From an optimization exercise on the open Yosys and OpenROAD flow, aimed at small area; shortcuts taken in it are not production practice. Only simulation tests tie the RTL to the original design; equivalence was not proved.

==> module lsort_detect, before the edit <==
module lsort_detect (
    input               clk,
    input               rst_n,
    input               in_valid,
    input        [ 1:0] in_channel,
    input        [11:0] in_data,
    output logic        out_valid,
    output logic [ 1:0] out_channel,
    output logic [10:0] out_data,
    output logic        out_spike,
    output logic [38:0] out_time
);
  localparam int NW = 23;   
  logic [1:0] ph;
  always_ff @(posedge clk or negedge rst_n)
    if (!rst_n) ph <= 2'd0;
    else ph <= ph + 2'd1;
  logic [1:0] dly;
  logic [3:1] ev;
  logic [11:0] ed1, ed2, ed3;
  assign dly = in_channel - ph;
  always_ff @(posedge clk or negedge rst_n)
    if (!rst_n) ev <= '0;
    else begin
      ev[1] <= in_valid && dly == 2'd3;
      ev[2] <= ev[1] || (in_valid && dly == 2'd2);
      ev[3] <= ev[2] || (in_valid && dly == 2'd1);
    end
  always_ff @(posedge clk) begin
    ed1 <= in_data;
    ed2 <= (in_valid && dly == 2'd2) ? in_data : ed1;
    ed3 <= (in_valid && dly == 2'd1) ? in_data : ed2;
  end
  logic pv;
  logic [11:0] x;
  assign pv = ev[3] || (in_valid && dly == 2'd0);
  assign x  = ev[3] ? ed3 : in_data;
  logic [23:0] flt0, flt1, flt2, flt3;   
  logic seen3;
  always_ff @(posedge clk or negedge rst_n)
    if (!rst_n) seen3 <= 1'b0;
    else if (pv && ph == 2'd3) seen3 <= 1'b1;
  logic [11:0] s1, s2, d;
  assign s1 = seen3 ? flt3[23:12] : 12'd0;
  assign s2 = seen3 ? flt3[11:0] : 12'd0;
  lsd_filter u_filter (
      .x (x),
      .s1(s1),
      .s2(s2),
      .d (d)
  );
  logic v1;
  logic [11:0] s2o;
  always_ff @(posedge clk or negedge rst_n)
    if (!rst_n) v1 <= 1'b0;
    else v1 <= pv;
  always_ff @(posedge clk) begin
    flt0 <= pv ? {d, s1} : flt3;
    flt1 <= flt0;
    flt2 <= flt1;
    flt3 <= flt2;
    s2o  <= s2;
  end
  logic [10:0] u;
  lsd_mag u_mag (
      .d (flt0[23:12]),
      .s2(s2o),
      .y (),
      .u (u)
  );
  logic v2;
  logic [10:0] u2;
  always_ff @(posedge clk or negedge rst_n)
    if (!rst_n) v2 <= 1'b0;
    else v2 <= v1;
  always_ff @(posedge clk) u2 <= u;
  logic [5:0] g;   
  assign g = (u2[10:6] != 0) ? 6'd63 : (u2[5:0] == 0) ? 6'd0 : u2[5:0] - 6'd1;
  logic [NW-1:0][5:0] win0, win1, win2, win3;
  always_ff @(posedge clk) begin
    win0 <= win3;
    win1 <= v2 ? {win0[NW-2:0], g} : win0;
    win2 <= win1;
    win3 <= win2;
  end
  logic [NW-1:0] old_ok;
  always_comb
    for (int j = 0; j < NW; j++) old_ok[j] = (out_time[38:5] != 0) || (5'(j) < out_time[4:0]);
  logic [5:0] q;
  logic [NW-1:0] lt;
  logic [4:0] nlt;
  assign q = u2[10:5] - {5'd0, u2[4:0] == 5'd0};
  always_comb
    for (int j = 0; j < NW; j++) begin
      logic c;
      c = 1'b0;
      for (int b = 0; b < 6; b++) c = (~win0[j][b] & q[b]) | ((~win0[j][b] | q[b]) & c);
      lt[j] = old_ok[j] && c;
    end
  lsd_pop u_pop (
      .z  (lt),
      .cnt(nlt)   
  );
  assign out_valid = v2;
  assign out_data  = u2;
  assign out_spike = (u2 != 11'd0) && nlt[4];
  assign out_channel = ph + 2'd2;
  logic [38:0] tcarry;
  always_comb begin
    tcarry[0] = v2 && ph == 2'd1;
    for (int b = 1; b < 39; b++) tcarry[b] = tcarry[b-1] & out_time[b-1];
  end
  always_ff @(posedge clk or negedge rst_n)
    if (!rst_n) out_time <= '0;
    else out_time <= out_time ^ tcarry;
endmodule
clock: 14.0 ns
lec_check: 0
cap_margin: 20
core_margin: 2
core_utilization: 40
cts_cluster_diameter: 100
cts_cluster_size: 30
slew_margin: 20
standard.sh (not shown) runs the stock make flow with config.mk's settings and CLKGATE_MAP_FILE= SYNTH_SCRIPT=/design/flow/synth_recipe.tcl, a recipe that flattens the netlist after the stock synthesis.
==> flow/flow/run.sh <==
#!/bin/bash
# Layout flow: the standard layout (standard.sh) with two changes:
#  - after the standard synthesis, fa_polarity.py picks the polarity of each
#    full adder so that fewer inverters sit between adders (the registers and
#    all other cells stay as synthesis made them);
#  - the port buffers are the smallest buffer cell.
# Each step's output goes to a log of its own here; the tools' own logs are
# under orfs/logs.
set -euo pipefail
export BUFFER_PORTS_ARGS="-buffer_cell sky130_fd_sc_hd__buf_1"
R=orfs/results/${FLOW_PLATFORM}/lsort_detect/base
bash standard.sh synth > flow_synth.log 2>&1
cp $R/1_2_yosys.v flow_yosys_standard.v
python3 flow/fa_polarity.py flow_yosys_standard.v $R/1_2_yosys.new.v > flow_fa_polarity.log 2>&1
# the edited netlist is newer than 1_synth.odb, so make rebuilds it from there
mv $R/1_2_yosys.new.v $R/1_2_yosys.v
bash standard.sh finish > flow_finish.log 2>&1
Other scripts of this flow, unchanged in this note and not shown: flow/flow/fa_polarity.py
The first run completed without violations.
Rerun with:
--- a/flow/design.v
+++ b/flow/design.v
@@ -570,7 +570,8 @@
     win3 <= win2;
   end
-  logic [NW-1:0] old_ok;
-  always_comb
-    for (int j = 0; j < NW; j++) old_ok[j] = (out_time[38:5] != 0) || (5'(j) < out_time[4:0]);
+  logic [4:0] fill;
+  always_ff @(posedge clk or negedge rst_n)
+    if (!rst_n) fill <= '0;
+    else if (v2 && ph == 2'd1 && fill != 5'd23) fill <= fill + 5'd1;
   logic [5:0] q;
   logic [NW-1:0] lt;
@@ -582,5 +583,5 @@
       c = 1'b0;
       for (int b = 0; b < 6; b++) c = (~win0[j][b] & q[b]) | ((~win0[j][b] | q[b]) & c);
-      lt[j] = old_ok[j] && c;
+      lt[j] = (5'(j) < fill) && c;
     end
   lsd_pop u_pop (
@@ -591,12 +592,12 @@
   assign out_data  = u2;
   assign out_spike = (u2 != 11'd0) && nlt[4];
-  assign out_channel = ph + 2'd2;
-  logic [38:0] tcarry;
+  logic [40:0] cnt, cnt_carry;
+  assign {out_time, out_channel} = cnt;
   always_comb begin
-    tcarry[0] = v2 && ph == 2'd1;
-    for (int b = 1; b < 39; b++) tcarry[b] = tcarry[b-1] & out_time[b-1];
+    cnt_carry[0] = v2;
+    for (int b = 1; b < 41; b++) cnt_carry[b] = cnt_carry[b-1] & cnt[b-1];
   end
   always_ff @(posedge clk or negedge rst_n)
-    if (!rst_n) out_time <= '0;
-    else out_time <= out_time ^ tcarry;
+    if (!rst_n) cnt <= '0;
+    else cnt <= cnt ^ cnt_carry;
 endmodule
What happened: Cell count rises by 4.6%. Cell area goes up by 1.7%. Via count climbs by 3.3%. Utilization stays flat. Routed wire length stays flat. Worst setup slack loses 0.033 ns. Count of clock-buffer cells in the layout stays the same. Area after synthesis rises by 1.5%. Hold slack improved by 0.012 ns.

afterwards: timing with drivers on the ports:
In the flow no input, the clock included, has a driving cell. The finished layouts below were timed again as built, in two steps.
Step 1 (the two cells are an assumption about what drives the block):
set clk [get_ports {clk}]
set_driving_cell -lib_cell sky130_fd_sc_hd__clkbuf_16 $clk
set_driving_cell -lib_cell sky130_fd_sc_hd__buf_2 [delete_from_list [all_inputs] $clk]
Step 2 times the ports against the registers' clock, not the clock port: input delays grow and output delays shrink by t, the midpoint of the rising clock arrivals with the driver on.
a / b / c = ideal ports / drivers / drivers and shift; a / b = the first two.
run	t, ns	setup WS [ns]	worst data-port slew with drivers (ns)
the first run	0.653	2.606 / 2.606 / 2.606	0.03
the second run	0.683	2.572 / 2.572 / 2.572	0.03
After both steps every run listed still meets setup and hold.
